What follows belongs to an exercise in optimizing a design on an open flow for small area and a short achievable clock period; a production flow would make more cautious choices.
Where RTL was checked, it was by simulation tests only, not by an equivalence proof against the original.
Only the layout flow was run in runs 1 to 3; the RTL was not checked for function there.
No activity file was given, so power comes from the tool's default toggle rates.

**design/flow/run.sh**
```bash
#!/bin/bash
# synth_recipe.tcl (not shown) runs the flow's synth.tcl, then flattens the netlist and writes it again
# the make line also repeats each setting of config.mk as NAME=value (left out here)
make -C /OpenROAD-flow-scripts/flow DESIGN_CONFIG=/design/flow/config.mk WORK_HOME=/design/flow/orfs CLKGATE_MAP_FILE= SYNTH_SCRIPT=/design/flow/synth_recipe.tcl finish
```
**design/flow/config.mk**
```make
export PLATFORM = sky130hd
export DESIGN_NAME = I2C_Master
export DESIGN_NICKNAME = I2C_Master
export VERILOG_FILES = /design/flow/design.v
export SDC_FILE = /design/flow/constraint.sdc
export NUM_CORES = 4
export LEC_CHECK = 0
export CAP_MARGIN = 20
export CORE_MARGIN = 2
export CORE_UTILIZATION = 50
export PLACE_DENSITY = 0.65
export SLEW_MARGIN = 20
```
**design/flow/constraint.sdc**
```tcl
create_clock -name core_clock -period 4.5 [get_ports {clk}]
set_input_delay 0.9000 -clock core_clock [delete_from_list [all_inputs] [get_ports {clk}]]
set_output_delay 0.9000 -clock core_clock [all_outputs]
set_load 0.01 [all_outputs]
```
**design/flow/design.v**
```verilog
module Sync_FIFO
(
	input			clock,
	input			reset,
	input			wr_req,
	input	[7:0]		wr_data,
	input			rd_req,
	output reg [7:0]	rd_data,
	output reg		full,
	output reg		empty,
	output reg		overflow,
	input			clear_overflow_request,
	output reg [5:0]	wr_index,
	output reg [5:0]	rd_index
);
	reg [7:0] memory [0:63];
	wire push = wr_req & ~full;
	wire pop  = rd_req & ~empty;
	always @(posedge clock)
		if (push)
			memory[wr_index] <= wr_data;
	always @(posedge clock)
	begin
		if (reset)
		begin
			wr_index <= 6'd0;
			rd_index <= 6'd0;
			rd_data  <= 8'd0;
			full     <= 1'b0;
			empty    <= 1'b1;
		end
		else
		begin
			if (push)
				wr_index <= wr_index + 6'd1;
			if (pop)
			begin
				rd_index <= rd_index + 6'd1;
				rd_data  <= memory[rd_index];
			end
			if (push & ~pop)
			begin
				empty <= 1'b0;
				full  <= (wr_index + 6'd1 == rd_index);
			end
			if (pop & ~push)
			begin
				full  <= 1'b0;
				empty <= (rd_index + 6'd1 == wr_index);
			end
		end
	end
	always @(posedge clock)
	begin
		if (reset)
			overflow <= 1'b0;
		else if (clear_overflow_request)
			overflow <= 1'b0;
		else if (full & wr_req)
			overflow <= 1'b1;
	end
endmodule
module I2C_Serial_Interface
(
	input			clk,
	input			reset,
	input	[6:0]		SLAVE_ADDRESS_r,
	input	[7:0]		data_from_tx_fifo,
	output			tx_fifo_rd_en,
	input	[31:0]		control_reg,
	output reg [7:0]	RX_DATA,
	output			rx_fifo_wr_en,
	input			i2c_sda_in,
	output			i2c_sda_out,
	output			i2c_scl,
	output			ref_clk_test,
	output reg		BUSY,
	output reg		ack_error
);
	localparam IDLE				= 4'd0;
	localparam I2C_START			= 4'd1;
	localparam SEND_SLAVE_REG_ADDR_DATA	= 4'd2;
	localparam WAIT_STATE			= 4'd3;
	localparam BUS_RELEASE			= 4'd4;
	localparam ACK_CHECK			= 4'd5;
	localparam RD_DATA			= 4'd6;
	localparam RD_ACK_NACK			= 4'd7;
	localparam STOP				= 4'd8;
	reg [3:0]	state;
	reg		ref_clk;
	reg [6:0]	ref_clk_counter;
	reg		i2c_scl_cpy;
	reg		sda_out;
	reg		sda_change_flag;
	reg		START;
	reg		start_fsm;
	reg		clr_start_fsm;
	reg		R_W_N_r;
	reg [5:0]	BYTE_COUNT_r;
	reg		USE_REGISTER_r;
	reg [7:0]	REGISTER_r;
	reg		USE_REPEATED_START_r;
	reg [2:0]	shift_counter;
	reg [1:0]	Addr_data_sel;
	reg		tx_bit;		 
	reg		tx_fifo_rd_en_sig;
	reg		tx_fifo_rd_en_sig_del;
	reg		Rd_data_flag;
	reg		rx_fifo_wr_en_sig;
	reg		rx_fifo_wr_en_sig_del;
	wire pre_tick = (ref_clk_counter == 7'd125);
	always @(posedge clk)
	begin
		if (reset)
		begin
			ref_clk_counter	<= 7'd0;
			ref_clk		<= 1'b0;
		end
		else if (pre_tick)
		begin
			ref_clk_counter	<= 7'd0;
			ref_clk		<= 1'b1;
		end
		else
		begin
			ref_clk_counter	<= ref_clk_counter + 7'd1;
			ref_clk		<= 1'b0;
		end
	end
	assign ref_clk_test	= ref_clk;
	assign i2c_scl		= i2c_scl_cpy;
	assign i2c_sda_out	= sda_out;
	wire start_fsm_next = clr_start_fsm ? 1'b0 : ((control_reg[17] & ~START) ? 1'b1 : start_fsm);
	always @(posedge clk)
	begin
		if (reset)
		begin
			START		<= 1'b0;
			start_fsm	<= 1'b0;
		end
		else
		begin
			START		<= control_reg[17];
			start_fsm	<= start_fsm_next;
		end
	end
	wire load_cfg = ~reset & pre_tick & (state == IDLE) & ~Rd_data_flag & start_fsm_next;
	always @(posedge clk)
	begin
		if (load_cfg)
		begin
			R_W_N_r			<= start_fsm & control_reg[0];
			USE_REGISTER_r		<= start_fsm & control_reg[7];
			REGISTER_r		<= {8{start_fsm}} & control_reg[15:8];
			USE_REPEATED_START_r	<= start_fsm & control_reg[16];
		end
	end
	always @(posedge clk)
	begin
		if (reset)
			tx_fifo_rd_en_sig_del	<= 1'b0;
		else
			tx_fifo_rd_en_sig_del	<= tx_fifo_rd_en_sig;
	end
	assign tx_fifo_rd_en = tx_fifo_rd_en_sig & ~tx_fifo_rd_en_sig_del;
	reg [7:0] tx_byte;
	always @(*)
	begin
		case (Addr_data_sel)
			2'b00:   tx_byte = {SLAVE_ADDRESS_r, 1'b0};
			2'b01:   tx_byte = {SLAVE_ADDRESS_r, 1'b1};
			2'b10:   tx_byte = REGISTER_r;
			default: tx_byte = data_from_tx_fifo;
		endcase
	end
	always @(posedge clk)
		tx_bit <= tx_byte[shift_counter];
	always @(posedge clk)
	begin
		if (reset)
			BUSY <= 1'b0;
		else if (start_fsm)
			BUSY <= 1'b1;
		else if (state == STOP && BYTE_COUNT_r == 6'd0)
			BUSY <= 1'b0;
	end
	wire bc_nz = (BYTE_COUNT_r != 6'd0);
	always @(posedge clk)
	begin
		if (load_cfg)
			BYTE_COUNT_r <= {6{start_fsm}} & control_reg[6:1];
		else if (~reset & ref_clk)
		begin
			if ((state == SEND_SLAVE_REG_ADDR_DATA && sda_change_flag && shift_counter == 3'd0 && Addr_data_sel == 2'b11) ||
			    (state == RD_DATA && ~i2c_scl_cpy && shift_counter == 3'd0))
				BYTE_COUNT_r <= BYTE_COUNT_r - 6'd1;
		end
	end
	always @(posedge clk)
	begin
		if (reset)
		begin
			i2c_scl_cpy		<= 1'b1;
			sda_out			<= 1'b0;
			clr_start_fsm		<= 1'b0;
			sda_change_flag		<= 1'b1;
			Addr_data_sel		<= 2'b00;
			tx_fifo_rd_en_sig	<= 1'b0;
			shift_counter		<= 3'b111;
			ack_error		<= 1'b0;
			rx_fifo_wr_en_sig	<= 1'b0;
			Rd_data_flag		<= 1'b0;
			state			<= IDLE;
		end
		else if (ref_clk)
		begin
			case (state)
			IDLE:
			begin
				i2c_scl_cpy	<= 1'b1;
				sda_out		<= 1'b1;
				ack_error	<= 1'b0;
				if (start_fsm | Rd_data_flag)
					state	<= I2C_START;
			end
			I2C_START:
			begin
				sda_change_flag	<= 1'b1;
				sda_out		<= 1'b0;
				shift_counter	<= 3'b111;
				if (Rd_data_flag)
					Addr_data_sel	<= 2'b01;
				else
				begin
					clr_start_fsm	<= 1'b1;
					Addr_data_sel	<= 2'b00;
					if (~R_W_N_r)
						tx_fifo_rd_en_sig <= 1'b1;
				end
				state <= SEND_SLAVE_REG_ADDR_DATA;
			end
			SEND_SLAVE_REG_ADDR_DATA:
			begin
				tx_fifo_rd_en_sig <= 1'b0;
				if (sda_change_flag)
				begin
					shift_counter	<= shift_counter - 3'd1;
					i2c_scl_cpy	<= 1'b0;
					sda_out		<= tx_bit;
					sda_change_flag	<= 1'b0;
					if (shift_counter == 3'd0)
						state	<= WAIT_STATE;
				end
				else
				begin
					sda_change_flag	<= 1'b1;
					i2c_scl_cpy	<= 1'b1;
				end
			end
			WAIT_STATE:
			begin
				i2c_scl_cpy	<= 1'b1;
				state		<= BUS_RELEASE;
			end
			BUS_RELEASE:
			begin
				i2c_scl_cpy	<= 1'b0;
				sda_out		<= 1'b1;
				state		<= ACK_CHECK;
				if (Addr_data_sel == 2'b11 && bc_nz)
					tx_fifo_rd_en_sig <= 1'b1;
			end
			ACK_CHECK:
			begin
				i2c_scl_cpy	<= 1'b1;
				if (~i2c_sda_in)
				begin
					sda_change_flag	<= 1'b1;
					if (Addr_data_sel == 2'b00 && USE_REGISTER_r)
					begin
						Addr_data_sel	<= 2'b10;
						state		<= SEND_SLAVE_REG_ADDR_DATA;
					end
					else if (Addr_data_sel != 2'b01 && ~R_W_N_r && bc_nz)
					begin
						Addr_data_sel	<= 2'b11;
						state		<= SEND_SLAVE_REG_ADDR_DATA;
					end
					else if (Addr_data_sel != 2'b01 && ~R_W_N_r)
					begin
						sda_out		<= 1'b0;
						state		<= STOP;
					end
					else if (R_W_N_r && ~Rd_data_flag)
					begin
						Rd_data_flag	<= 1'b1;
						sda_out		<= 1'b0;
						state		<= STOP;
					end
					else
					begin
						Rd_data_flag	<= 1'b0;
						sda_out		<= 1'b1;
						state		<= RD_DATA;
					end
				end
				else
				begin
					ack_error	<= 1'b1;
					state		<= STOP;
				end
			end
			RD_DATA:
			begin
				if (i2c_scl_cpy)
				begin
					sda_out		<= 1'b1;
					i2c_scl_cpy	<= 1'b0;
				end
				else
				begin
					i2c_scl_cpy	<= 1'b1;
					shift_counter	<= shift_counter - 3'd1;
					if (shift_counter == 3'd0)
						state	<= RD_ACK_NACK;
				end
			end
			RD_ACK_NACK:
			begin
				if (i2c_scl_cpy)
				begin
					rx_fifo_wr_en_sig <= 1'b1;
					i2c_scl_cpy	<= 1'b0;
					sda_out		<= ~bc_nz;
				end
				else
				begin
					rx_fifo_wr_en_sig <= 1'b0;
					i2c_scl_cpy	<= 1'b1;
					state		<= bc_nz ? RD_DATA : STOP;
				end
			end
			STOP:
			begin
				if (i2c_scl_cpy)
				begin
					sda_out		<= 1'b0;
					i2c_scl_cpy	<= 1'b0;
				end
				else
				begin
					i2c_scl_cpy	<= 1'b1;
					clr_start_fsm	<= 1'b0;
					if (USE_REPEATED_START_r & Rd_data_flag)
					begin
						sda_out	<= 1'b1;
						state	<= I2C_START;
					end
					else
					begin
						sda_out	<= 1'b0;
						state	<= IDLE;
					end
				end
			end
			default: ;
			endcase
		end
	end
	always @(posedge clk)
		if (~reset & ref_clk & (state == RD_DATA) & ~i2c_scl_cpy)
			RX_DATA <= {RX_DATA[6:0], i2c_sda_in};
	always @(posedge clk)
	begin
		if (reset)
			rx_fifo_wr_en_sig_del	<= 1'b0;
		else
			rx_fifo_wr_en_sig_del	<= rx_fifo_wr_en_sig;
	end
	assign rx_fifo_wr_en = rx_fifo_wr_en_sig & ~rx_fifo_wr_en_sig_del;
endmodule
module I2C_Master (clk, reset, address, byteenable, chipselect, writedata, readdata, write, read, i2c_sda_in, i2c_sda_out, i2c_scl, ref_clk_test, debug_port);
	input		clk, reset;
	input		read, write, chipselect;
	input	[1:0]	address;
	input	[3:0]	byteenable;
	input	[31:0]	writedata;
	output reg [31:0] readdata;
	input		i2c_sda_in;
	output		i2c_sda_out;
	output		i2c_scl;
	output		ref_clk_test;
	output	[14:0]	debug_port;
	localparam ADDRESS	= 2'b00;
	localparam DATA		= 2'b01;
	localparam STATUS	= 2'b10;
	localparam CONTROL	= 2'b11;
	reg [31:0]	slave_address;
	reg [31:0]	control_reg;
	reg [7:0]	tx_fifo_data_in;
	reg		tx_fifo_wr_req;
	reg		clr_tx_fifo_overflow;
	reg		clr_rx_fifo_overflow;
	reg		chipselect_del;
	wire [7:0]	tx_fifo_data_out;
	wire		tx_fifo_rd_req;
	wire		tx_fifo_full, tx_fifo_empty, tx_fifo_overflow;
	wire [5:0]	tx_fifo_wr_index, tx_fifo_rd_index;
	wire [7:0]	rx_fifo_data_in;
	wire		rx_fifo_wr_req;
	wire		rx_fifo_rd_req;
	wire [7:0]	rx_fifo_data_out;
	wire		rx_fifo_full, rx_fifo_empty, rx_fifo_overflow;
	wire [5:0]	rx_fifo_wr_index, rx_fifo_rd_index;
	wire		BUSY, ACK_ERROR;
	wire [31:0]	status = {rx_fifo_rd_index, rx_fifo_wr_index, tx_fifo_rd_index, tx_fifo_wr_index,
				  BUSY, ACK_ERROR, tx_fifo_empty, tx_fifo_full, tx_fifo_overflow,
				  rx_fifo_empty, rx_fifo_full, rx_fifo_overflow};
	always @(*)
	begin
		if (read && chipselect)
			case (address)
				ADDRESS: readdata = slave_address;
				DATA:    readdata = {24'b0, rx_fifo_data_out};
				STATUS:  readdata = status;
				CONTROL: readdata = control_reg;
			endcase
		else
			readdata = 32'b0;
	end
	wire bus_write = write & chipselect;
	always @(posedge clk)
	begin
		if (reset)
		begin
			slave_address	<= 32'h0;
			control_reg	<= 32'h0;
		end
		else if (bus_write)
		begin
			if (address == ADDRESS)
				slave_address	<= writedata;
			if (address == CONTROL)
				control_reg	<= writedata;
		end
	end
	always @(posedge clk)
		if (bus_write && address == DATA)
			tx_fifo_data_in <= writedata[7:0];
	always @(posedge clk)
	begin
		if (reset)
		begin
			tx_fifo_wr_req		<= 1'b0;
			clr_tx_fifo_overflow	<= 1'b0;
			clr_rx_fifo_overflow	<= 1'b0;
		end
		else if (bus_write)
		begin
			if (address == DATA)
				tx_fifo_wr_req	<= 1'b1;
			if (address == STATUS)
			begin
				clr_tx_fifo_overflow	<= writedata[3];
				clr_rx_fifo_overflow	<= writedata[0];
			end
		end
		else
		begin
			tx_fifo_wr_req		<= 1'b0;
			clr_tx_fifo_overflow	<= 1'b0;
			clr_rx_fifo_overflow	<= 1'b0;
		end
	end
	always @(posedge clk)
	begin
		if (reset)
			chipselect_del	<= 1'b0;
		else
			chipselect_del	<= chipselect;
	end
	assign rx_fifo_rd_req = chipselect & ~chipselect_del & read & (address == DATA);
	Sync_FIFO TX_FIFO_inst
	(
		.clock(clk),
		.reset(reset),
		.wr_req(tx_fifo_wr_req),
		.wr_data(tx_fifo_data_in),
		.rd_req(tx_fifo_rd_req),
		.rd_data(tx_fifo_data_out),
		.full(tx_fifo_full),
		.empty(tx_fifo_empty),
		.overflow(tx_fifo_overflow),
		.clear_overflow_request(clr_tx_fifo_overflow),
		.wr_index(tx_fifo_wr_index),
		.rd_index(tx_fifo_rd_index)
	);
	Sync_FIFO RX_FIFO_inst
	(
		.clock(clk),
		.reset(reset),
		.wr_req(rx_fifo_wr_req),
		.wr_data(rx_fifo_data_in),
		.rd_req(rx_fifo_rd_req),
		.rd_data(rx_fifo_data_out),
		.full(rx_fifo_full),
		.empty(rx_fifo_empty),
		.overflow(rx_fifo_overflow),
		.clear_overflow_request(clr_rx_fifo_overflow),
		.wr_index(rx_fifo_wr_index),
		.rd_index(rx_fifo_rd_index)
	);
	I2C_Serial_Interface I2C_Serial_Interface_inst
	(
		.clk(clk),
		.reset(reset),
		.SLAVE_ADDRESS_r(slave_address[6:0]),
		.data_from_tx_fifo(tx_fifo_data_out),
		.tx_fifo_rd_en(tx_fifo_rd_req),
		.control_reg(control_reg),
		.RX_DATA(rx_fifo_data_in),
		.rx_fifo_wr_en(rx_fifo_wr_req),
		.i2c_sda_in(i2c_sda_in),
		.i2c_sda_out(i2c_sda_out),
		.i2c_scl(i2c_scl),
		.ref_clk_test(ref_clk_test),
		.BUSY(BUSY),
		.ack_error(ACK_ERROR)
	);
	assign debug_port = {rx_fifo_empty, rx_fifo_full, tx_fifo_full, rx_fifo_rd_index[2:0], rx_fifo_wr_index[2:0], tx_fifo_rd_index[2:0], tx_fifo_wr_index[2:0]};
endmodule
```
==> results of run 1 <==
cells in the mapped netlist (all sizes together) (32+ instances only):
cell type  number
mux2i         140
a22oi          65
mux4          198
nand2         200
buf            84
nor2          229
nor2b          32
o22ai          33
mux2           82
o21ai          50
clkbuf        119
a21oi         121
dfxtp         145
edfxtp       1057
power groups by stage:
stage | Sequential [uW] | Combinational (uW) | Clock (uW)
final | 12000 | 217 | 9290
after global routing | 12000 | 233 | 9850
after CTS | 12000 | 213 | 9430
after detailed placement | 12300 | 212 | 0
after global placement | 12300 | 206 | 0
after floorplan | 12300 | 88.2 | 0
worst reg2reg max path: stages (launching register included):
cell,delay [ps]
dfxtp_4,860
buf_4,600
mux4_2,620
a22oi_1,310
o21ai_0,280
o31ai_1,520
o22ai_1,130
cells by family (layout without fill, tap and decap cells):
group | after synthesis | count (layout) | synth area share, %
AO/OA/AOI/OAI | 413 | 413 | 5.68
XOR/XNOR | 43 | 43 | 0.776
adder cells (fa/ha/maj) | 14 | 14 | 0.361
buffers and inverters | 226 | 397 | 2.07
flip-flops | 1202 | 1202 | 71.4
multiplexers | 420 | 420 | 14.0
AND/OR/NAND/NOR | 621 | 621 | 5.76
final timing paths:
check	to	slack, ps	cells past startpoint
worst min register to register	TX_FIFO_inst.overflow	430	1
worst min-delay path	TX_FIFO_inst.overflow	430	1
worst max-delay path	readdata[20]	660	5
worst max register to register	RX_FIFO_inst.rd_data[2]	1040	6
final cells by class:
type / count / area (sq um) / area share [%]
clock buffer: 140 / 3010 / 5.52
clock inverter: 73 / 601 / 1.10
inverter: 23 / 86.3 / 0.159
multi-input combinational: 1511 / 12900 / 23.7
sequential: 1202 / 34700 / 63.7
tap: 1276 / 1600 / 2.93
timing repair buffer: 161 / 1550 / 2.85
per-layer routing:
| metal | vias to the layer above | routed length, microns | GRT usage [%] |
|---|---|---|---|
| li1 | 11700 | - | - |
| met1 | 13700 | 47500 | 32.9 |
| met2 | 1072 | 53000 | 35.4 |
| met3 | 171 | 9550 | 4.78 |
| met4 | 0 | 2380 | 5.68 |
| met5 | - | 0 | 0 |
placed cells by master (no fill, tap or decap), types with 11 or more instances in the layout:
master,count
mux2i_1,140
nor2b_1,31
a21oi_1,121
nor2_1,225
o31ai_1,11
o211ai_1,11
a221o_1,16
mux2_2,82
nand3b_1,14
nand2b_1,28
xor2_1,24
edfxtp_1,1057
nand2_1,200
buf_4,61
a22oi_1,65
clkinv_2,29
nor3_1,21
and2_1,15
a22o_1,12
o21ai_0,50
nand3_1,29
clkdlybuf4s50_1,86
dfxtp_1,140
o22ai_1,33
xnor2_1,19
clkbuf_1,21
clkinv_1,29
a31oi_1,21
clkbuf_16,115
mux4_2,198
ha_1,14
inv_1,19
stage by stage:
stage | total power, uW | std cells | setup slack [ps]
after CTS | 21700 | 4384 | 684
after global placement | 12500 | 4167 | 720
after detailed placement | 12500 | 4171 | 701
final | 21500 | 4386 | 663
after global routing | 22100 | 4386 | 585
after floorplan | 12400 | 2939 | 1350
==> results.txt, run 1 <==
- Run status: complete, no violations
- Vias after detailed routing: 26600
- Post-CTS setup buffer count: 0
- Clock power frac: 43.1%
- Placed instance area: 0.0508 sq mm
- Hold Startpoint: clr_tx_fifo_overflow
- Final hold violations: 0
- Leakage Power: 0.0164 uW
- Sw frac: 19.5%
- YS warnings: 3
- First-pass GRT wire length: 168000 microns
- Critical Path RT: 3600 ps
- Total wire length: 112000 microns
- TritonCTS Buffers: 114
- Crit end category: output port
- RR Startpoint: RX_FIFO_inst.rd_index[0]
- Area growth from synthesis to layout: 12.1%
- Max-slew violation count: 0
- Root Buffer: clkbuf_16
- Worst-Skew Late Latency: 690 ps
- Antenna diodes: 0
- Clock H-tree levels: 3
- Global-route usage over all layers: 22.7%
- Synth unique cells: 64
- DR WL/cell: 25.6 microns
- Vias in the first global route: 26500
- Die height: 316 microns
- Remaining DRCs: 0
- Synth Cell Area: 0.0485 sq mm
- Unrepaired setup endpoints after global routing: no
- Drt first-iter violations: 3175
- Via density: 6.07
- GP Congestion: 0.881
- Cts hold-fix bufs: 0
- Register area share after synthesis: 71.4%
- Biggest registers after layout: RX_FIFO_inst.memory (512), TX_FIFO_inst.memory (512)
- Maximum vdd ir drop: 0.338 mV
- Initial antenna violation count: 0
- FMAX: 261 MHz
- Cell count after synthesis: 2939
- NetSw: 4200 uW
- Share of layout cells above drive strength 1: 17.7%
- Hold Slack: 434 ps
- CTS tree: built
- Fin area: 0.0544 sq mm
- EDFF count, synth: 1057
- Antenna Nets Post-Route: 0
- Kind of critical path: in2out
- Number of buffers added on ports: 89
- Sequential power share: 55.9%
- Max clock buf depth: 3
- Critical Path AT: 2940 ps
- Core area: 0.0964 sq mm
- Synth top area cells: edfxtp_1, mux4_2, dfxtp_1
- Minimum clock period: 3840 ps
- IO Pins: 94
- Slew HR: 28.0%
- Critical path's slowest cell: clkdlybuf4s50_1
- Largest net degree at the start of global routing: 66
- Final Skew: 19.2 ps
- Setup total negative slack: 0 ps
- Die ar.: 0.0996 sq mm
- Cell family with most CP delay: buffers and inverters
- FF+latch count, synth: 1202
- Num rows: 114
- Worst Tran Pin Value: 1080 ps
- Clk pin slew, worst setup/hold paths: 60 ps
- Die Wd: 316 microns
- Ys flop type: edfxtp_1
- Post_cts resized: 0
- Cell repeated most along the worst path: clkdlybuf4s50_1
- Fillers: 7289
- CP max stage delay: 590 ps
- Max_cap viols: 0
- Syn_nets: 2997
- Post-synth top area cell: edfxtp_1
- WP buf/inv: 3
- DR pass1 iterations: 8
- GRT overflow: 0
- Synth async-reset ratio: 0%
- CP startpoint: chipselect
- CTS sink cnt: 1202
- Layout Utilization: 56.4%
- Crit path launch type: input pin
- Detailed placement HPWL: 72000 microns
- Area fraction of the dominant cell type after synthesis: 65.4%
- Period utilisation layout: 85.3%
- Critical-path cell list: clkdlybuf4s50_1 -> nand2_1 -> buf_4 -> nor2_1 -> clkdlybuf4s50_1
- Worst hold path class: reg2reg
- Cell Pwr Density: 396 mW/mm^2
- Logic gate share of total power: 1.0%
- Final nets: 3071
- # setup viols final: 0
- Syn_area_per_cell: 16.5 sq um
- Pint: 17300 uW
- Crit-path max FO: 21
- Starting Density: 50.3%
==> inputs of run 2 (changes only) <==
--- a/design/flow/config.mk
+++ b/design/flow/config.mk
@@ -11,2 +11,3 @@
 export PLACE_DENSITY = 0.65
+export SETUP_SLACK_MARGIN = 2.5
 export SLEW_MARGIN = 20
==> results.txt, run 2 <==
- Run status: complete, no violations
- Hold Startpoint: clr_tx_fifo_overflow
- Period utilisation layout: 66.0% (-19 points)
- Final nets: 3331 (+8.5%)
- Setup total negative slack: 0 ps (unchanged)
- Final hold violations: 0 (unchanged)
- Most frequent cell after synthesis: edfxtp_1
- Crit-path max FO: 6 (-71%)
- Area growth from synthesis to layout: 25.9%
- CTS tree: built
- Critical Path RT: 3600 ps (about the same)
- Remaining DRCs: 0 (unchanged)
- Worst hold path class: reg2reg
- Vias in the first global route: 28100 (+6.0%)
- Max-slew violation count: 0 (unchanged)
- EDFF count, synth: 1057 (unchanged)
- Register area share after synthesis: 71.4% (unchanged)
- Detailed placement HPWL: 72200 microns (+0.22%)
- DR WL/cell: 27.9 microns (+9.0%)
- Worst Tran Pin Value: 1070 ps (-11.8 ps)
- Area fraction of the dominant cell type after synthesis: 65.4% (unchanged)
- Antenna diodes: 0 (unchanged)
- Synth async-reset ratio: 0% (unchanged)
- Vias after detailed routing: 28600 (+7.6%)
- Number of buffers added on ports: 89 (unchanged)
- Core area: 0.0964 sq mm (unchanged)
- Max_cap viols: 0 (unchanged)
- FMAX: 337 MHz (+29%)
- Die height: 316 microns (unchanged)
- GRT overflow: 0 (unchanged)
- Synth Cell Area: 0.0485 sq mm (unchanged)
- Syn_area_per_cell: 16.5 sq um (unchanged)
- CTS sink cnt: 1202 (unchanged)
- Via density: 6.16 (+1.5%)
- TritonCTS Buffers: 117 (+2.6%)
- Global-route usage over all layers: 25.5% (+2.7 points)
- DR pass1 iterations: 5 (-3)
- Most frequent cells in the layout: edfxtp_1, mux4_2, nand2_1
- Cell count after synthesis: 2939 (unchanged)
- Worst-Skew Late Latency: 710 ps (+20 ps)
- YS warnings: 3 (unchanged)
- Minimum clock period: 2970 ps (-866 ps)
- Initial antenna violation count: 0 (unchanged)
- Crit path launch type: input pin
- Maximum vdd ir drop: 0.313 mV (-7.2%)
- Fillers: 6464 (-11%)
- RR Startpoint: TX_FIFO_inst.rd_index[0]
- Ys flop type: edfxtp_1
- # setup viols final: 0 (unchanged)
- IO Pins: 94 (unchanged)
- Clock H-tree levels: 3 (unchanged)
- Share of layout cells above drive strength 1: 36.3% (+19 points)
- Synth cell count leaders: edfxtp_1, nor2_1, nand2_1, mux4_2, dfxtp_1
- Unrepaired setup endpoints after global routing: yes
- Clk pin slew, worst setup/hold paths: 60 ps (about the same)
- Leakage Power: 0.0190 uW (+16%)
- Syn_nets: 2997 (unchanged)
- FF+latch count, synth: 1202 (unchanged)
- Leading cell type in the layout, fill and taps excluded: edfxtp_1
- Final Skew: 25.4 ps (+6.26 ps)
- Largest net degree at the start of global routing: 95 (+44%)
- Synth unique cells: 64 (unchanged)
- Total wire length: 130000 microns (+16%)
- Drt first-iter violations: 3202 (+0.85%)
- Kind of critical path: in2out
- Root Buffer: clkbuf_16
- Biggest registers after layout: RX_FIFO_inst.memory (512), TX_FIFO_inst.memory (512)
- Max clock buf depth: 3 (unchanged)
- Num rows: 114 (unchanged)
- Placed instance area: 0.0509 sq mm (+0.20%)
- Die ar.: 0.0996 sq mm (unchanged)
- Fin area: 0.0611 sq mm (+12%)
- Cts hold-fix bufs: 0 (unchanged)
- Post-synth top area cell: edfxtp_1
- Starting Density: 50.3% (unchanged)
- Die Wd: 316 microns (unchanged)
- GP Congestion: 0.896 (+1.7%)
- First-pass GRT wire length: 186000 microns (+11%)
- Slew HR: 28.8% (+0.88 points)
- Critical Path AT: 2070 ps (-870 ps)
- Cell Pwr Density: 375 mW/mm^2 (-5.1%)
- CP startpoint: address[0]
- Antenna Nets Post-Route: 0 (unchanged)
- Crit end category: output port
- Synth top area cells: edfxtp_1, mux4_2, dfxtp_1
-- run 2: report_power, final --
| part | switching, uW | internal [uW] |
|---|---|---|
| Clock | 4260 | 6330 |
| Combinational | 189 | 130 |
| Sequential | 17.4 | 12000 |
-- run 2: routing by layer --
layer / up-vias / track usage, % / part of all wire, %
met5: - / 0 / 0
met4: 0 / 8.74 / 3.7
met3: 260 / 3.97 / 8.4
met2: 1333 / 39.8 / 47
met1: 14800 / 36.8 / 41
li1: 12200 / - / -
-- run 2: area by class of cell --
class	instances	area, sq um	area share, %
inverters	23	108	0.176
well taps	1276	1600	2.61
repair inverters	1	6.26	0.0102
flip-flops and latches	1202	34800	56.9
multi-input cells	1511	15300	25.0
clock buffers	130	2980	4.87
repair buffers	417	5160	8.44
clock inverters	91	1200	1.97
-- run 2: final timing paths --
kind                                                 to  slack, ps  depth (start not counted)
worst max-delay path                       readdata[24]       1530                          8
worst max register to register  TX_FIFO_inst.rd_data[4]       1860                          8
worst min-delay path              TX_FIFO_inst.overflow        430                          1
worst min register to register    TX_FIFO_inst.overflow        430                          1
-- run 2: what timing repair did --
item,4_1_cts,5_1_grt
pin swaps,107,85
cloned,19,5
resized for setup,797,152
setup buffers,157,81
setup endpoints to repair,1196,1021
-- run 2: metrics by stage --
| stage | cells | hold slack (ps) | utilization, % | total power [uW] | setup WS (ps) |
|---|---|---|---|---|---|
| floorplan | 2939 | 401 | - | 12400 | 1810 |
| global placement | 4165 | 409 | 52.7 | 12500 | 971 |
| detailed placement | 4166 | 417 | 52.8 | 12500 | 940 |
| CTS | 4563 | 428 | 61.6 | 23000 | 1530 |
| global route | 4651 | 464 | 63.4 | 23500 | 1510 |
| finish | 4651 | 430 | 63.4 | 22900 | 1530 |
-- run 2: cell families (layout without fill, tap and decap cells) --
family                     count (synthesis)  count (layout)  share of synthesized area [%]
and+or+nand+nor                          621             621                           5.76
buffers and inverters                    226             662                           2.07
muxes                                    420             420                           14.0
xor gates and xnor gates                  43              43                          0.776
adders and majority gates                 14              14                          0.361
AOI/OAI and AO/OA                        413             413                           5.68
DFF                                     1202            1202                           71.4
-- run 2: worst max-delay path, stage by stage --
cell and delay (ps):
buf_12 120, buf_12 150, nor2_4 160, buf_12 160, buf_16 150, a22oi_2 100, nor2_1 150, buf_2 170
==> inputs of run 3 (changes only) <==
--- a/design/flow/config.mk
+++ b/design/flow/config.mk
@@ -11,3 +11,3 @@
 export PLACE_DENSITY = 0.65
-export SETUP_SLACK_MARGIN = 2.5
+export SETUP_SLACK_MARGIN = 1.5
 export SLEW_MARGIN = 20
==> results.txt, run 3 <==
- Post-synth top area cell: edfxtp_1
- # setup viols final: 0 (unchanged)
- DR WL/cell: 26.5 microns (-5.3%)
- Worst Tran Pin Value: 1090 ps (+25.6 ps)
- Most frequent cell after synthesis: edfxtp_1
- Drt first-iter violations: 3195 (-0.22%)
- Register area share after synthesis: 71.4% (unchanged)
- CTS tree: built
- Synth cell count leaders: edfxtp_1, nor2_1, nand2_1, mux4_2, dfxtp_1
- Run status: complete, no violations
- Share of layout cells above drive strength 1: 20.1% (-16 points)
- Remaining DRCs: 0 (unchanged)
- Vias after detailed routing: 26900 (-6.2%)
- Critical path's slowest cell: nor2_1
- Detailed placement HPWL: 71100 microns (-1.5%)
- Via density: 6.10 (-0.91%)
- Crit path launch type: flip-flop
- Largest net degree at the start of global routing: 70 (-26%)
- Initial antenna violation count: 0 (unchanged)
- Most frequent cells in the layout: edfxtp_1, nor2_1, nand2_1
- Period utilisation layout: 67.7% (+1.6 points)
- Leading cell type in the layout, fill and taps excluded: edfxtp_1
- Area fraction of the dominant cell type after synthesis: 65.4% (unchanged)
- FF+latch count, synth: 1202 (unchanged)
- Biggest registers after layout: RX_FIFO_inst.memory (512), TX_FIFO_inst.memory (512)
- Ys flop type: edfxtp_1
- Critical Path RT: 4820 ps (+1220 ps)
- Layout Utilization: 57.1% (-6.2 points)
- IO Pins: 94 (unchanged)
- Antenna diodes: 0 (unchanged)
- Num rows: 114 (unchanged)
- Core area: 0.0964 sq mm (unchanged)
- Max_cap viols: 0 (unchanged)
- Die ar.: 0.0996 sq mm (unchanged)
- CP max stage delay: 940 ps (+770 ps)
- Synth top area cells: edfxtp_1, mux4_2, dfxtp_1
- Critical-path cell list: inv_1 -> nand2_1 -> clkinv_1 -> nand4b_1 -> nor2_1
- Maximum vdd ir drop: 0.317 mV (+0.97%)
- Vias in the first global route: 26600 (-5.2%)
- Root Buffer: clkbuf_16
- Kind of critical path: reg2reg
- YS warnings: 3 (unchanged)
- Setup total negative slack: 0 ps (unchanged)
- Crit end category: flip-flop
- Syn_area_per_cell: 16.5 sq um (unchanged)
- Total wire length: 116000 microns (-10%)
- CP startpoint: TX_FIFO_inst.full
- WP buf/inv: 2 (-3)
- Max clock buf depth: 3 (unchanged)
- EDFF count, synth: 1057 (unchanged)
- GP Congestion: 0.861 (-3.9%)
- Syn_nets: 2997 (unchanged)
- Final Skew: 28.0 ps (+2.52 ps)
- Area growth from synthesis to layout: 13.5%
- Number of buffers added on ports: 89 (unchanged)
- Die height: 316 microns (unchanged)
- Cell Pwr Density: 401 mW/mm^2 (+6.9%)
- TritonCTS Buffers: 117 (unchanged)
- Cell family with most CP delay: simple AND/OR/NAND/NOR gates
- Clock H-tree levels: 3 (unchanged)
- Global-route usage over all layers: 23.4% (-2.0 points)
- Starting Density: 50.3% (unchanged)
- CTS sink cnt: 1202 (unchanged)
- Hold Startpoint: clr_tx_fifo_overflow
- Cell count after synthesis: 2939 (unchanged)
- FMAX: 328 MHz (-2.4%)
- Final hold violations: 0 (unchanged)
- Leakage Power: 0.0168 uW (-11%)
- Unrepaired setup endpoints after global routing: yes
- Synth Cell Area: 0.0485 sq mm (unchanged)
- Synth async-reset ratio: 0% (unchanged)
- GRT overflow: 0 (unchanged)
- Max-slew violation count: 0 (unchanged)
- Minimum clock period: 3040 ps (+73.6 ps)
- Worst hold path class: reg2reg
- Die Wd: 316 microns (unchanged)
- RR Startpoint: TX_FIFO_inst.full
- Synth unique cells: 64 (unchanged)
- Critical Path AT: 3360 ps (+1290 ps)
- Clk pin slew, worst setup/hold paths: 60 ps (about the same)
- Antenna Nets Post-Route: 0 (unchanged)
- Crit-path max FO: 8 (+2)
- Worst-Skew Late Latency: 710 ps (about the same)
- Final nets: 3089 (-7.3%)
- Slew HR: 26.9% (-2.0 points)
- DR pass1 iterations: 5 (unchanged)
- First-pass GRT wire length: 172000 microns (-7.6%)
- Cts hold-fix bufs: 0 (unchanged)
## run 3: metal layers
layer	track usage (%)	share of wire [%]	vias up
met3	5.16	8.6	169
met1	33.4	42	13900
met2	36.8	47	1074
met5	0	0	-
met4	6.43	2.2	0
li1	-	-	11700
## run 3: what timing repair did
item / in CTS / in global routing
setup endpoints to repair: 57 / 117
resized for setup: 149 / 30
pin swaps: 7 / 1
endpoints found under the hold margin: 0 / 0
gates cloned: 3 / 1
setup buffers: 23 / 1
## run 3: stage by stage
step / setup WS (ps) / cells / cell area, sq um / hold slack [ps] / power, uW
global placement: 752 / 4159 / 50600 / 408 / 12500
finish: 1460 / 4401 / 55100 / 441 / 22100
floorplan: 1520 / 2939 / 48500 / 401 / 12400
CTS: 1480 / 4398 / 55000 / 439 / 22200
detailed placement: 742 / 4159 / 50600 / 428 / 12500
global route: 1330 / 4401 / 55100 / 464 / 22700
## run 3: final timing paths
path | endpoint | cells after the start | slack [ps]
hold reg to reg | TX_FIFO_inst.overflow | 1 | 440
setup reg to reg | TX_FIFO_inst.memory[14][0] | 5 | 1460
hold / removal | TX_FIFO_inst.overflow | 1 | 440
setup / recovery | TX_FIFO_inst.memory[14][0] | 5 | 1460
## run 3: layout make-up
type	count	area, sq um
inverters	23	86.3
multi-input cells	1511	13100
repair buffers	176	1810
fillers	7310	41400
clock inverters	71	785
clock buffers	142	3040
flip-flops and latches	1202	34700
well taps	1276	1600
## run 3: cells by family (layout without fill, tap and decap cells)
kind of cell	after synthesis	after routing	share of synthesized area (%)
DFF	1202	1202	71.4
and+or+nand+nor	621	621	5.76
muxes	420	420	14.0
AOI/OAI and AO/OA	413	413	5.68
buffers and inverters	226	412	2.07
xor gates and xnor gates	43	43	0.776
adders and majority gates	14	14	0.361
## run 3: power by group
group	internal, uW	leakage, uW	switching, uW
clock	5670	0.00188	4150
combinational	95.1	0.00426	160
sequential	12000	0.0107	17.5
total	17800	0.0168	4330
## run 3: worst register-to-register path, delay by kind of cell, from the launching register on
family | cells | cell delay (ps)
and+or+nand+nor | 3 | 1940
DFF | 1 | 380
buffers and inverters | 2 | 330
==> inputs of run 4 (changes only) <==
--- a/design/flow/design.v
+++ b/design/flow/design.v
@@ -18,5 +18,23 @@
 	wire pop  = rd_req & ~empty;
-	always @(posedge clock)
-		if (push)
-			memory[wr_index] <= wr_data;
+	wire [7:0] wr_hi = 8'd1 << wr_index[5:3];
+	wire [7:0] wr_lo = 8'd1 << wr_index[2:0];
+	wire [7:0] rd_hi = 8'd1 << rd_index[5:3];
+	wire [7:0] rd_lo = 8'd1 << rd_index[2:0];
+	reg  [7:0] rd_word;
+	integer k;
+	always @(*)
+	begin
+		rd_word = 8'd0;
+		for (k = 0; k < 64; k = k + 1)
+			rd_word = rd_word | (memory[k] & {8{rd_hi[k/8] & rd_lo[k%8]}});
+	end
+	genvar i;
+	generate
+		for (i = 0; i < 64; i = i + 1)
+		begin : row
+			always @(posedge clock)
+				if (push & wr_hi[i/8] & wr_lo[i%8])
+					memory[i] <= wr_data;
+		end
+	endgenerate
 	always @(posedge clock)
@@ -38,3 +56,3 @@
 				rd_index <= rd_index + 6'd1;
-				rd_data  <= memory[rd_index];
+				rd_data  <= rd_word;
 			end
@@ -153,4 +171,4 @@
 			USE_REGISTER_r		<= start_fsm & control_reg[7];
-			REGISTER_r		<= {8{start_fsm}} & control_reg[15:8];
-			USE_REPEATED_START_r	<= start_fsm & control_reg[16];
+			REGISTER_r		<= control_reg[15:8];
+			USE_REPEATED_START_r	<= control_reg[16];
 		end
@@ -418,14 +436,12 @@
 				  rx_fifo_empty, rx_fifo_full, rx_fifo_overflow};
+	wire rc = read & chipselect;
+	wire sel_address = rc & (address == ADDRESS);
+	wire sel_data    = rc & (address == DATA);
+	wire sel_status  = rc & (address == STATUS);
+	wire sel_control = rc & (address == CONTROL);
 	always @(*)
-	begin
-		if (read && chipselect)
-			case (address)
-				ADDRESS: readdata = slave_address;
-				DATA:    readdata = {24'b0, rx_fifo_data_out};
-				STATUS:  readdata = status;
-				CONTROL: readdata = control_reg;
-			endcase
-		else
-			readdata = 32'b0;
-	end
+		readdata = ({32{sel_address}} & slave_address)
+			 | ({32{sel_data}}    & {24'b0, rx_fifo_data_out})
+			 | ({32{sel_status}}  & status)
+			 | ({32{sel_control}} & control_reg);
 	wire bus_write = write & chipselect;
--- a/design/flow/config.mk
+++ b/design/flow/config.mk
@@ -9,5 +9,5 @@
 export CORE_MARGIN = 2
-export CORE_UTILIZATION = 50
-export PLACE_DENSITY = 0.65
-export SETUP_SLACK_MARGIN = 1.5
+export CORE_UTILIZATION = 70
+export PLACE_DENSITY = 0.8
+export SETUP_SLACK_MARGIN = 1.8
 export SLEW_MARGIN = 20
==> results.txt, run 4 <==
- Run status: complete, no violations
- Critical-path cell list: buf_12 -> buf_4 -> and3_1 -> buf_4 -> and2_1 -> a221oi_1 -> nand3_1 -> a21oi_1 -> a311oi_1
- Setup total negative slack: 0 ps (unchanged)
- Synth Cell Area: 0.0484 sq mm (-0.24%)
- Syn_area_per_cell: 14.0 sq um (-15%)
- Die Wd: 267 microns (-15%)
- Detailed placement HPWL: 112000 microns (+58%)
- Syn_nets: 3525 (+18%)
- Leading cell type in the layout, fill and taps excluded: edfxtp_1
- EDFF count, synth: 1057 (unchanged)
- Unrepaired setup endpoints after global routing: yes
- CTS sink cnt: 1202 (unchanged)
- Post-synth top area cell: edfxtp_1
- Synth top area cells: edfxtp_1, dfxtp_1, a22oi_1
- CTS tree: built
- Area growth from synthesis to layout: 19.2%
- Die ar.: 0.0713 sq mm (-28%)
- Hold Startpoint: clr_rx_fifo_overflow
- FF+latch count, synth: 1202 (unchanged)
- Worst-Skew Late Latency: 730 ps (+20 ps)
- Ys flop type: edfxtp_1
- Crit end category: flip-flop
- Pre-CTS setup slack: 522 ps (-221 ps)
- Die height: 267 microns (-15%)
- Post-route setup slack: 1360 ps (-91.8 ps)
- Worst Tran Pin Value: 1080 ps (-14.2 ps)
- Crit path launch type: flip-flop
- Via density: 7.83 (+28%)
- Vias after detailed routing: 37700 (+40%)
- Global-route usage over all layers: 51.1% (+28 points)
- Synth async-reset ratio: 0% (unchanged)
- Share of layout cells above drive strength 1: 23.7% (+3.6 points)
- Max clock buf depth: 3 (unchanged)
- YS warnings: 4 (+1)
- Vias in the first global route: 35200 (+32%)
- Most frequent cell after synthesis: edfxtp_1
- Number of buffers added on ports: 89 (unchanged)
- Layout Utilization: 84.2% (+27 points)
- Remaining DRCs: 0 (unchanged)
- Kind of critical path: reg2reg
- Core area: 0.0686 sq mm (-29%)
- Worst hold path class: reg2reg
- Cts hold-fix bufs: 0 (unchanged)
- Synth cell count leaders: edfxtp_1, nor2_1, nand2_1, a22oi_1, dfxtp_1
- Leakage Power: 0.0188 uW (+12%)
- Minimum clock period: 3140 ps (+91.8 ps)
- Fillers: 3148 (-57%)
- Root Buffer: clkbuf_16
- Most frequent cells in the layout: edfxtp_1, buf_4, nand2_1
- GP Congestion: 1.07 (+25%)
- Crit-path max FO: 12 (+4)
- DR WL/cell: 39.0 microns (+47%)
- TritonCTS Buffers: 113 (-3.4%)
- Final Skew: 34.1 ps (+6.14 ps)
- Seq. cell area: 0.0348 sq mm (+0.25%)
- Critical Path RT: 5070 ps (+250 ps)
- Cell family with most CP delay: compound AO/OA/AOI/OAI gates
- Largest net degree at the start of global routing: 96 (+37%)
- CP startpoint: TX_FIFO_inst.rd_index[3]
- Area fraction of the dominant cell type after synthesis: 65.6% (+0.16 points)
- First-pass GRT wire length: 253000 microns (+47%)
- Cell count after synthesis: 3448 (+17%)
- Antenna Nets Post-Route: 0 (unchanged)
- Placed Instances: 4428 (+6.5%)
- DR pass1 iterations: 9 (+4)
- Critical Path AT: 3710 ps (+350 ps)
- Footprint of the multi-input gates: 0.0139 sq mm (+6.7%)
- Final nets: 3847 (+25%)
- Maximum vdd ir drop: 0.334 mV (+5.6%)
- Starting Density: 70.6% (+20 points)
- # setup viols final: 0 (unchanged)
- WP buf/inv: 3 (+1)
- CP max stage delay: 560 ps (-380 ps)
- Clock H-tree levels: 3 (unchanged)
- RR Startpoint: TX_FIFO_inst.rd_index[3]
- Cell Pwr Density: 378 mW/mm^2 (-5.8%)
- Initial antenna violation count: 17 (+17)
- FMAX: 319 MHz (-2.9%)
- Max-slew violation count: 0 (unchanged)
- Period utilisation layout: 69.7% (+2.0 points)
- IO Pins: 94 (unchanged)
- Cell repeated most along the worst path: buf_4
- Slew HR: 28.1% (+1.2 points)
- Num rows: 96 (-16%)
- Final cell count without fillers: 4811 (+9.3%)
- Drt first-iter violations: 8000 (+150%)
- Clk pin slew, worst setup/hold paths: 70 ps (about the same)
- Max_cap viols: 0 (unchanged)
- Final hold violations: 0 (unchanged)
- Synth unique cells: 77 (+20%)
- Register area share after synthesis: 71.6% (+0.17 points)
- Hold Slack: 448 ps (+7.69 ps)
- Critical path's slowest cell: a221oi_1
- Biggest registers after layout: RX_FIFO_inst.memory (512), TX_FIFO_inst.memory (512)
- GRT overflow: 0 (unchanged)
- Total wire length: 188000 microns (+61%)
-- run 4: area by class of cell --
type	instances	area share, %
flip-flops and latches	1202	60.2
multi-input cells	1978	24.1
repair buffers	428	6.98
clock buffers	153	5.26
well taps	931	2.02
clock inverters	59	0.967
inverters	47	0.334
diodes	13	0.0564
-- run 4: path summary, 6_finish.rpt --
path	end	slack (ps)	cells after the start
worst min register to register	RX_FIFO_inst.overflow	450	1
worst min-delay path	RX_FIFO_inst.overflow	450	1
worst max register to register	TX_FIFO_inst.rd_data[0]	1360	9
worst max-delay path	TX_FIFO_inst.rd_data[0]	1360	9
-- run 4: repair_timing --
item / in CTS / in global routing
pin swaps: 26 / 49
setup endpoints to repair: 542 / 561
gates cloned: 8 / 2
buffers inserted: 65 / 81
gates resized for setup: 431 / 206
hold endpoints to repair: 0 / 0
-- run 4: cells by family (layout without fill, tap and decap cells) --
group           count (synthesis)  after routing  synth area share, %
flops                        1202           1202                 71.6
simple gates                 1039           1039                 10.2
compound gates                724            724                 10.8
buf+inv                       268            687                 2.43
mux                           136            136                 3.29
xor+xnor                       46             46                0.832
fa+ha+maj                      33             33                0.853
other cells                     0             13                    0
-- run 4: where the power goes --
group          total (uW)  switching, uW  internal, uW  leakage [uW]
sequential          12000           18.8         12000        0.0107
combinational         280            178           102       0.00638
clock                9520           4320          5210       0.00176
total               21800           4510         17300        0.0188
-- run 4: per-layer routing --
layer | part of all wire, % | routed length [microns] | vias up | global-route usage (%)
met4 | 12 | 22300 | 14 | 41.0
met1 | 29 | 53800 | 17600 | 61.3
met3 | 17 | 31900 | 1456 | 17.4
met2 | 42 | 79400 | 4534 | 75.9
met5 | 0.052 | 97 | - | 0
li1 | - | - | 14100 | -
-- run 4: per-stage QoR --
step / instance area, sq um / total power (uW)
2_1_floorplan: 48500 / 12400
4_1_cts: 56200 / 21600
6_report: 57700 / 21800
5_1_grt: 57700 / 22100
3_5_place_dp: 50900 / 12500
3_3_place_gp: 50900 / 12500
-- run 4: worst register-to-register path, cell delays in order (launching register included) --
cell and delay (ps):
dfxtp_4 420, buf_12 170, buf_4 200, and3_1 220, buf_4 190, and2_1 230, a221oi_1 560, nand3_1 270
a21oi_1 540, a311oi_1 180
==> inputs of run 5 (changes only) <==
--- a/design/flow/config.mk
+++ b/design/flow/config.mk
@@ -9,4 +9,7 @@
 export CORE_MARGIN = 2
-export CORE_UTILIZATION = 70
-export PLACE_DENSITY = 0.8
+export CORE_UTILIZATION = 50
+export CTS_BUF_LIST = sky130_fd_sc_hd__clkbuf_16
+export CTS_CLUSTER_DIAMETER = 80
+export CTS_CLUSTER_SIZE = 30
+export PLACE_DENSITY = 0.65
 export SETUP_SLACK_MARGIN = 1.8
==> results.txt, run 5 <==
- Ys flop type: edfxtp_1
- Number of buffers added on ports: 89 (unchanged)
- Cell count after synthesis: 3448 (unchanged)
- Crit-path max FO: 7 (-5)
- Max-slew violation count: 0 (unchanged)
- Minimum clock period: 2920 ps (-216 ps)
- Synth top area cells: edfxtp_1, dfxtp_1, a22oi_1
- Critical Path RT: 3600 ps (-1470 ps)
- Die height: 315 microns (+18%)
- Leading cell type in the layout, fill and taps excluded: edfxtp_1
- Clk pin slew, worst setup/hold paths: 110 ps (+40 ps)
- First-pass GRT wire length: 233000 microns (-7.9%)
- Worst Tran Pin Value: 1060 ps (-18.6 ps)
- IO Pins: 94 (unchanged)
- Slew HR: 29.3% (+1.2 points)
- EDFF count, synth: 1057 (unchanged)
- Period utilisation layout: 64.9% (-4.8 points)
- CTS tree: built
- Fillers: 7562 (+140%)
- Global-route usage over all layers: 33.3% (-18 points)
- Placed Instances: 4772 (+7.8%)
- Synth unique cells: 77 (unchanged)
- Most frequent cells in the layout: edfxtp_1, nand2_1, buf_4
- FMAX: 342 MHz (+7.4%)
- Critical-path cell list: buf_16 -> buf_12 -> buf_6 -> mux4_2 -> nor2b_4 -> buf_6
- GP Congestion: 1.01 (-6.0%)
- Worst hold path class: reg2reg
- Share of layout cells above drive strength 1: 20.9% (-2.8 points)
- Final cell count without fillers: 4982 (+3.6%)
- Syn_area_per_cell: 14.0 sq um (unchanged)
- Vias after detailed routing: 33700 (-11%)
- Synth async-reset ratio: 0% (unchanged)
- Die Wd: 315 microns (+18%)
- Maximum vdd ir drop: 0.327 mV (-2.2%)
- DR WL/cell: 33.8 microns (-13%)
- Cell Pwr Density: 328 mW/mm^2 (-13%)
- Synth cell count leaders: edfxtp_1, nor2_1, nand2_1, a22oi_1, dfxtp_1
- # setup viols final: 0 (unchanged)
- Crit path launch type: input pin
- Initial antenna violation count: 4 (-13)
- Reg2Reg Depth: 4 (-5)
- CTS sink cnt: 1202 (unchanged)
- Biggest registers after layout: RX_FIFO_inst.memory (512), TX_FIFO_inst.memory (512)
- Critical Path AT: 2020 ps (-1690 ps)
- Worst-Skew Late Latency: 730 ps (about the same)
- Kind of critical path: in2out
- Post-synth top area cell: edfxtp_1
- Final nets: 3750 (-2.5%)
- Die ar.: 0.0993 sq mm (+39%)
- Crit end category: output port
- Register area share after synthesis: 71.6% (unchanged)
- Hold Slack: 437 ps (-10.9 ps)
- Critical path's slowest cell: mux4_2
- Cell family with most CP delay: multiplexers
- Leakage Power: 0.0177 uW (-6.3%)
- Num rows: 114 (+19%)
- Root Buffer: clkbuf_16
- Vias in the first global route: 31100 (-12%)
- YS warnings: 4 (unchanged)
- Final hold violations: 0 (unchanged)
- Most frequent cell after synthesis: edfxtp_1
- Area growth from synthesis to layout: 15.2%
- Unrepaired setup endpoints after global routing: yes
- Clock H-tree levels: 2 (-1)
- Run status: complete, no violations
- Area fraction of the dominant cell type after synthesis: 65.6% (unchanged)
- Drt first-iter violations: 5380 (-33%)
- Total wire length: 168000 microns (-10%)
- TritonCTS Buffers: 52 (-54%)
- Largest net degree at the start of global routing: 100 (+4.2%)
- Remaining DRCs: 0 (unchanged)
- Core area: 0.0963 sq mm (+40%)
- Final Skew: 73.3 ps (+39.2 ps)
- Starting Density: 50.3% (-20 points)
- Cell repeated most along the worst path: buf_6
- WP buf/inv: 4 (+1)
- Via density: 6.76 (-14%)
- Antenna Nets Post-Route: 0 (unchanged)
- FF+latch count, synth: 1202 (unchanged)
- CP max stage delay: 540 ps (-20 ps)
- Worst hold path depth: 1 (unchanged)
- Synth Cell Area: 0.0484 sq mm (unchanged)
- Max clock buf depth: 3 (unchanged)
- Crit path depth: 6 (-3)
- Detailed placement HPWL: 110000 microns (-1.9%)
- Cts hold-fix bufs: 0 (unchanged)
- Setup total negative slack: 0 ps (unchanged)
- DR pass1 iterations: 9 (unchanged)
- Syn_nets: 3525 (unchanged)
- Max_cap viols: 0 (unchanged)
- GRT overflow: 0 (unchanged)
[run 5: cell counts after synthesis]
Identical to the previous run, type by type.
[run 5: worst reg2reg max path: cells and delay by family, from the launching register on]
family           cells  cell delay (ps)
flip-flops           1              490
AND/OR/NAND/NOR      4             1890
[run 5: layout make-up]
type	count	area, sq um	area share (%)
Clock inverter	30	314	0.563
Clock buffer	54	1350	2.42
Timing Repair Buffer	392	3740	6.70
Multi-Input combinational cell	1978	13800	24.8
Tap cell	1276	1600	2.86
Antenna cell	3	7.51	0.0135
Inverter	47	184	0.330
Sequential cell	1202	34800	62.3
[run 5: logic make-up (layout without fill, tap and decap cells)]
logic type                 count (synthesis)  in the layout  share of synthesized area, %
adders and majority gates                 33             33                         0.853
buffers and inverters                    268            523                          2.43
muxes                                    136            136                          3.29
DFF                                     1202           1202                          71.6
and+or+nand+nor                         1039           1039                          10.2
AOI/OAI and AO/OA                        724            724                          10.8
other                                      0              3                             0
xor gates and xnor gates                  46             46                         0.832
[run 5: final timing paths]
check | end | slack (ps) | startpoint
worst min register to register | TX_FIFO_inst.overflow | 440 | clr_tx_fifo_overflow
worst max-delay path | readdata[5] | 1580 | address[1]
worst min-delay path | TX_FIFO_inst.overflow | 440 | clr_tx_fifo_overflow
worst max register to register | RX_FIFO_inst.memory[44][3] | 1730 | I2C_Serial_Interface_inst.rx_fifo_wr_en_sig
[run 5: power by group]
group	switching [uW]	total, uW	internal [uW]
sequential	16.5	12000	12000
clock	3630	5990	2360
combinational	176	296	121
[run 5: repair_timing]
action	4_1_cts	5_1_grt
buffers inserted	71	45
resized for setup	400	188
pin swaps	24	56
gates cloned	6	0
setup endpoints to repair	522	510
[run 5: metal layers]
layer	routed length (microns)	vias up	part of all wire (%)	global-route usage [%]
met4	10900	4	6.5	16.8
met2	75500	2586	45	51.0
met1	60600	16700	36	44.8
met3	21400	521	13	7.87
li1	-	13800	-	-
met5	26	-	0.015	0.0484
[run 5: stage by stage]
step | util [%] | power [uW] | setup slack, ps | cell area [sq um]
after global routing | 57.9 | 18600 | 1570 | 55800
after CTS | 56.8 | 18200 | 1540 | 54600
final | 57.9 | 18300 | 1580 | 55800
after detailed placement | 53.4 | 12500 | 433 | 51400
after global placement | 53.3 | 12500 | 501 | 51400
after floorplan | - | 12400 | 1810 | 48500
==> inputs of run 6 (changes only) <==
--- a/design/flow/config.mk
+++ b/design/flow/config.mk
@@ -14,3 +14,3 @@
 export PLACE_DENSITY = 0.65
-export SETUP_SLACK_MARGIN = 1.8
+export SETUP_SLACK_MARGIN = 2.0
 export SLEW_MARGIN = 20
==> results.txt, run 6 <==
- Run status: complete, no violations
- Max clock buf depth: 3 (unchanged)
- Cell count after synthesis: 3448 (unchanged)
- Critical R2R Capture: TX_FIFO_inst.rd_data[5]
- Most frequent cell after synthesis: edfxtp_1
- Die height: 315 microns (unchanged)
- Worst hold path class: reg2reg
- Synth unique cells: 77 (unchanged)
- CTS tree: built
- Syn_area_per_cell: 14.0 sq um (unchanged)
- Register area share after synthesis: 71.6% (unchanged)
- Worst hold path depth: 1 (unchanged)
- Crit path launch type: input pin
- Global-route usage over all layers: 34.1% (+0.76 points)
- Final hold violations: 0 (unchanged)
- Hold Path End: TX_FIFO_inst.overflow
- Vias in the first global route: 32000 (+2.7%)
- Critical-path cell list: buf_16 -> buf_6 -> mux4_2 -> nor2b_4 -> buf_6
- Largest net degree at the start of global routing: 66 (-34%)
- IO Pins: 94 (unchanged)
- Die ar.: 0.0993 sq mm (unchanged)
- Placed Instances: 4770 (-0.042%)
- RR Startpoint: TX_FIFO_inst.rd_index[0]
- Via density: 6.82 (+0.94%)
- Share of layout cells above drive strength 1: 28.4% (+7.5 points)
- Max_cap viols: 0 (unchanged)
- Critical path's slowest cell: mux4_2
- Layout Utilization: 60.7% (+2.8 points)
- Area fraction of the dominant cell type after synthesis: 65.6% (unchanged)
- Initial antenna violation count: 3 (-1)
- Drt first-iter violations: 6183 (+15%)
- Syn_nets: 3525 (unchanged)
- Num rows: 114 (unchanged)
- Synth cell count leaders: edfxtp_1, nor2_1, nand2_1, a22oi_1, dfxtp_1
- Leakage Power: 0.0186 uW (+5.4%)
- Max-slew violation count: 0 (unchanged)
- Synth top area cells: edfxtp_1, dfxtp_1, a22oi_1
- Die Wd: 315 microns (unchanged)
- CP max stage delay: 570 ps (+30 ps)
- Hold Startpoint: clr_tx_fifo_overflow
- Antenna Nets Post-Route: 0 (unchanged)
- Ys flop type: edfxtp_1
- Setup total negative slack: 0 ps (unchanged)
- Final Skew: 69.8 ps (-3.43 ps)
- Number of buffers added on ports: 89 (unchanged)
- Remaining DRCs: 0 (unchanged)
- YS warnings: 4 (unchanged)
- Worst-Skew Late Latency: 740 ps (about the same)
- Critical Path RT: 3600 ps (about the same)
- Maximum vdd ir drop: 0.327 mV (+0.18%)
- Crit end category: output port
- Starting Density: 50.3% (unchanged)
- Total wire length: 174000 microns (+3.1%)
- DR WL/cell: 34.2 microns (+1.0%)
- DR pass1 iterations: 6 (-3)
- Cell family with most CP delay: multiplexers
- FF+latch count, synth: 1202 (unchanged)
- Area growth from synthesis to layout: 20.8%
- Detailed placement HPWL: 110000 microns (about the same)
- Clk pin slew, worst setup/hold paths: 110 ps (about the same)
- First-pass GRT wire length: 239000 microns (+2.5%)
- Critical Path AT: 1980 ps (-40 ps)
- Biggest registers after layout: RX_FIFO_inst.memory (512), TX_FIFO_inst.memory (512)
- Synth async-reset ratio: 0% (unchanged)
- Fillers: 7219 (-4.5%)
- Period utilisation layout: 64.0% (-0.92 points)
- Crit-path max FO: 6 (-1)
- Vias after detailed routing: 34600 (+3.0%)
- GRT overflow: 0 (unchanged)
- FMAX: 347 MHz (+1.4%)
- WP buf/inv: 3 (-1)
- Reg-to-reg setup timing slack: 1700 ps (-30 ps)
- TritonCTS Buffers: 51 (-1.9%)
- Clock H-tree levels: 2 (unchanged)
- Cell Pwr Density: 311 mW/mm^2 (-5.1%)
- # setup viols final: 0 (unchanged)
- Root Buffer: clkbuf_16
- Unrepaired setup endpoints after global routing: yes
- Final nets: 3856 (+2.8%)
- Post-synth top area cell: edfxtp_1
- Reg2Reg Depth: 9 (+5)
- Synth Cell Area: 0.0484 sq mm (unchanged)
- Most frequent cells in the layout: edfxtp_1, buf_4, nand2_1
- EDFF count, synth: 1057 (unchanged)
- GP Congestion: 1.03 (+1.8%)
- Leading cell type in the layout, fill and taps excluded: edfxtp_1
- Minimum clock period: 2880 ps (-41.3 ps)
- CTS sink cnt: 1202 (unchanged)
- Slew HR: 25.7% (-3.6 points)
- Final cell count without fillers: 5081 (+2.0%)
- Worst Tran Pin Value: 1110 ps (+53.4 ps)
- Core area: 0.0963 sq mm (unchanged)
- Cell repeated most along the worst path: buf_6
- Kind of critical path: in2out
## run 6: changes by cell type in the layout (fill, tap and decap cells not counted), sizes merged
cell	delta
buf	+102
clkdlybuf4s50	-15
dlygate4sd2	+12
inv	-8
bufbuf	+2
clkbuf	+2
clkinv	+2
clkinvlp	+2
diode	-2
and3	+1
dlymetal6s2s	+1
## run 6: how the worst max path moves through the flow
stage	start	endpoint	slack [ps]	cells after the start
finish	address[1]	readdata[2]	1620	5
global route	address[1]	readdata[28]	1600	9
CTS	address[1]	readdata[4]	1580	5
detailed placement	chipselect	RX_FIFO_inst.rd_data[3]	590	8
global placement	chipselect	RX_FIFO_inst.rd_data[3]	660	8
floorplan	address[1]	readdata[5]	1840	4
## run 6: area by class of cell
class                      count  area [sq um]  area share [%]
inverter                      47           194           0.332
clock buffer                  52          1300            2.23
antenna                        1          2.50         0.00428
tap                         1276          1600            2.73
sequential                  1202         34800            59.5
clock inverter                26           284           0.486
timing repair buffer         498          4820            8.25
multi-input combinational   1979         15500            26.5
## run 6: per-stage QoR
stage / instance area (sq um) / power, uW / hold slack, ps / setup slack, ps
2_1_floorplan: 48600 / 12400 / 401 / 1840
3_3_place_gp: 51400 / 12500 / 419 / 663
3_5_place_dp: 51400 / 12500 / 420 / 592
4_1_cts: 56500 / 18100 / 436 / 1580
5_1_grt: 58500 / 18500 / 446 / 1600
6_report: 58500 / 18200 / 437 / 1620
## run 6: routing by layer
layer,GRT usage (%),share of wire (%),vias to the layer above
met5,0,0.0052,-
met4,17.6,6.8,2
met3,9.06,13,627
met2,51.6,44,2782
met1,45.4,36,17200
li1,-,-,14000
## run 6: power breakdown
part / switching (uW) / internal, uW / leakage (uW)
combinational: 172 / 116 / 0.00713
sequential: 20.5 / 12000 / 0.0107
clock: 3640 / 2260 / 0.000795
total: 3830 / 14400 / 0.0186
## run 6: cell families after synthesis
logic type / after synthesis / synth area share [%]
multiplexers: 136 / 3.29
AND/OR/NAND/NOR: 1039 / 10.2
flip-flops: 1202 / 71.6
buffers and inverters: 268 / 2.43
XOR/XNOR: 46 / 0.832
adder cells (fa/ha/maj): 33 / 0.853
AO/OA/AOI/OAI: 724 / 10.8
## run 6: what timing repair did
item | in CTS | in global routing
pin swaps | 102 | 156
setup buffers | 137 | 82
gates cloned | 11 | 2
hold buffers | 0 | 0
resized for setup | 730 | 276
endpoints found under the setup margin | 857 | 430
==> inputs of run 7 (changes only) <==
--- a/design/flow/config.mk
+++ b/design/flow/config.mk
@@ -11,6 +11,6 @@
 export CTS_BUF_LIST = sky130_fd_sc_hd__clkbuf_16
-export CTS_CLUSTER_DIAMETER = 80
-export CTS_CLUSTER_SIZE = 30
+export CTS_CLUSTER_DIAMETER = 60
+export CTS_CLUSTER_SIZE = 24
 export PLACE_DENSITY = 0.65
-export SETUP_SLACK_MARGIN = 2.0
+export SETUP_SLACK_MARGIN = 1.8
 export SLEW_MARGIN = 20
==> results.txt, run 7 <==
- GP Congestion: 1.01 (-1.7%)
- Pre-CTS setup slack: 433 ps (-159 ps)
- Placed Instances: 4772 (+0.042%)
- Global-route usage over all layers: 33.8% (-0.35 points)
- CTS tree: built
- IO Pins: 94 (unchanged)
- Root Buffer: clkbuf_16
- Kind of critical path: in2out
- Fin area: 0.0568 sq mm (-2.9%)
- Synth top area cells: edfxtp_1, dfxtp_1, a22oi_1
- EDFF count, synth: 1057 (unchanged)
- Core area: 0.0963 sq mm (unchanged)
- Crit-path max FO: 5 (-1)
- Remaining DRCs: 0 (unchanged)
- Critical Path AT: 2010 ps (+30 ps)
- First-pass GRT wire length: 236000 microns (-1.3%)
- Starting Density: 50.3% (unchanged)
- CP startpoint: address[1]
- Syn_area_per_cell: 14.0 sq um (unchanged)
- Most frequent cells in the layout: edfxtp_1, nand2_1, buf_4
- Max_cap viols: 0 (unchanged)
- Number of buffers added on ports: 89 (unchanged)
- DR pass1 iterations: 7 (+1)
- Max clock buf depth: 3 (unchanged)
- Area growth from synthesis to layout: 17.3%
- Cell count after synthesis: 3448 (unchanged)
- Period utilisation layout: 64.7% (+0.77 points)
- Placed instance area: 0.0514 sq mm (about the same)
- Detailed placement HPWL: 110000 microns (about the same)
- Worst Tran Pin Value: 1070 ps (-44.5 ps)
- Run status: complete, no violations
- Synth unique cells: 77 (unchanged)
- Post-synth top area cell: edfxtp_1
- Unrepaired setup endpoints after global routing: yes
- Final hold violations: 0 (unchanged)
- Max-slew violation count: 0 (unchanged)
- Final nets: 3770 (-2.2%)
- Final Skew: 43.8 ps (-26.0 ps)
- Die ar.: 0.0993 sq mm (unchanged)
- Minimum clock period: 2910 ps (+34.5 ps)
- Antenna Nets Post-Route: 0 (unchanged)
- TritonCTS Buffers: 83 (+63%)
- Critical Path RT: 3600 ps (about the same)
- RR Startpoint: TX_FIFO_inst.rd_index[1]
- Drt first-iter violations: 5518 (-11%)
- Slew HR: 28.7% (+3.0 points)
- Hold Startpoint: clr_rx_fifo_overflow
- Vias in the first global route: 31700 (-0.99%)
- YS warnings: 4 (unchanged)
- Register area share after synthesis: 71.6% (unchanged)
- Ys flop type: edfxtp_1
- FMAX: 343 MHz (-1.2%)
- Vias after detailed routing: 34000 (-1.9%)
- Worst-Skew Late Latency: 720 ps (-20 ps)
- Seq. cell area: 0.0348 sq mm (about the same)
- Maximum vdd ir drop: 0.337 mV (+2.8%)
- Layout Utilization: 59.0% (-1.7 points)
- Synth Cell Area: 0.0484 sq mm (unchanged)
- Share of layout cells above drive strength 1: 21.8% (-6.6 points)
- FF+latch count, synth: 1202 (unchanged)
- Most frequent cell after synthesis: edfxtp_1
- Crit path launch type: input pin
- Synth cell count leaders: edfxtp_1, nor2_1, nand2_1, a22oi_1, dfxtp_1
- Max Used Layer: met5
- Setup total negative slack: 0 ps (unchanged)
- DR WL/cell: 33.8 microns (-1.1%)
- Fillers: 7467 (+3.4%)
- Leading cell type in the layout, fill and taps excluded: edfxtp_1
- Biggest registers after layout: RX_FIFO_inst.memory (512), TX_FIFO_inst.memory (512)
- Area fraction of the dominant cell type after synthesis: 65.6% (unchanged)
- Crit end category: output port
## run 7: power by group
group	switching (uW)	internal, uW	total [uW]	leakage, uW
Combinational	175	121	296	0.00606
Sequential	17.1	12000	12000	0.0107
Clock	4430	3730	8160	0.00140
Total	4620	15800	20400	0.0182
## run 7: critical path: stages
cell	delay [ps]
buf_16	110
buf_12	120
buf_6	90
mux4_2	530
nor2b_4	150
buf_6	110
## run 7: worst paths after layout
| path | slack, ps | cells past startpoint | to |
|---|---|---|---|
| setup / recovery | 1590 | 6 | readdata[5] |
| hold / removal | 430 | 1 | RX_FIFO_inst.overflow |
| setup reg to reg | 1700 | 8 | TX_FIFO_inst.rd_data[4] |
| hold reg to reg | 430 | 1 | RX_FIFO_inst.overflow |
## run 7: kinds of logic (layout without fill, tap and decap cells)
kind of cell / after synthesis / in the layout / synth area share, %
compound gates: 724 / 724 / 10.8
xor+xnor: 46 / 46 / 0.832
fa+ha+maj: 33 / 33 / 0.853
buf+inv: 268 / 581 / 2.43
flops: 1202 / 1202 / 71.6
mux: 136 / 136 / 3.29
other cells: 0 / 3 / 0
simple gates: 1039 / 1039 / 10.2
## run 7: layout make-up
type | instances | area share (%)
tap | 1276 | 2.81
sequential | 1202 | 61.2
multi-input combinational | 1978 | 24.2
clock inverter | 70 | 1.44
inverter | 47 | 0.317
clock buffer | 83 | 3.66
timing repair buffer | 381 | 6.33
antenna | 3 | 0.0132
## run 7: per-stage QoR
stage / power, uW / hold slack, ps
after floorplan: 12400 / 401
after global placement: 12500 / 416
after detailed placement: 12500 / 415
after CTS: 20400 / 427
after global routing: 20800 / 449
final: 20400 / 427
## run 7: timing repair
item / 4_1_cts / 5_1_grt
pin swaps: 26 / 55
setup endpoints to repair: 550 / 513
gates resized for setup: 382 / 179
cloned: 8 / 1
buffers inserted: 68 / 33
hold endpoints to repair: 0 / 0
## run 7: metal layers
layer	vias to the layer above	track usage, %
li1	13900	-
met4	4	18.2
met2	2665	50.9
met1	16800	44.8
met3	577	8.91
met5	-	0

Re-timed with assumed drivers on the ports (clkbuf_16 on the clock, buf_2 on other inputs), run 7 has 1.408 ns of setup slack against 1.586 ns with ideal ports, and 1.287 ns once port delays also move by the mid clock arrival of 0.776 ns.
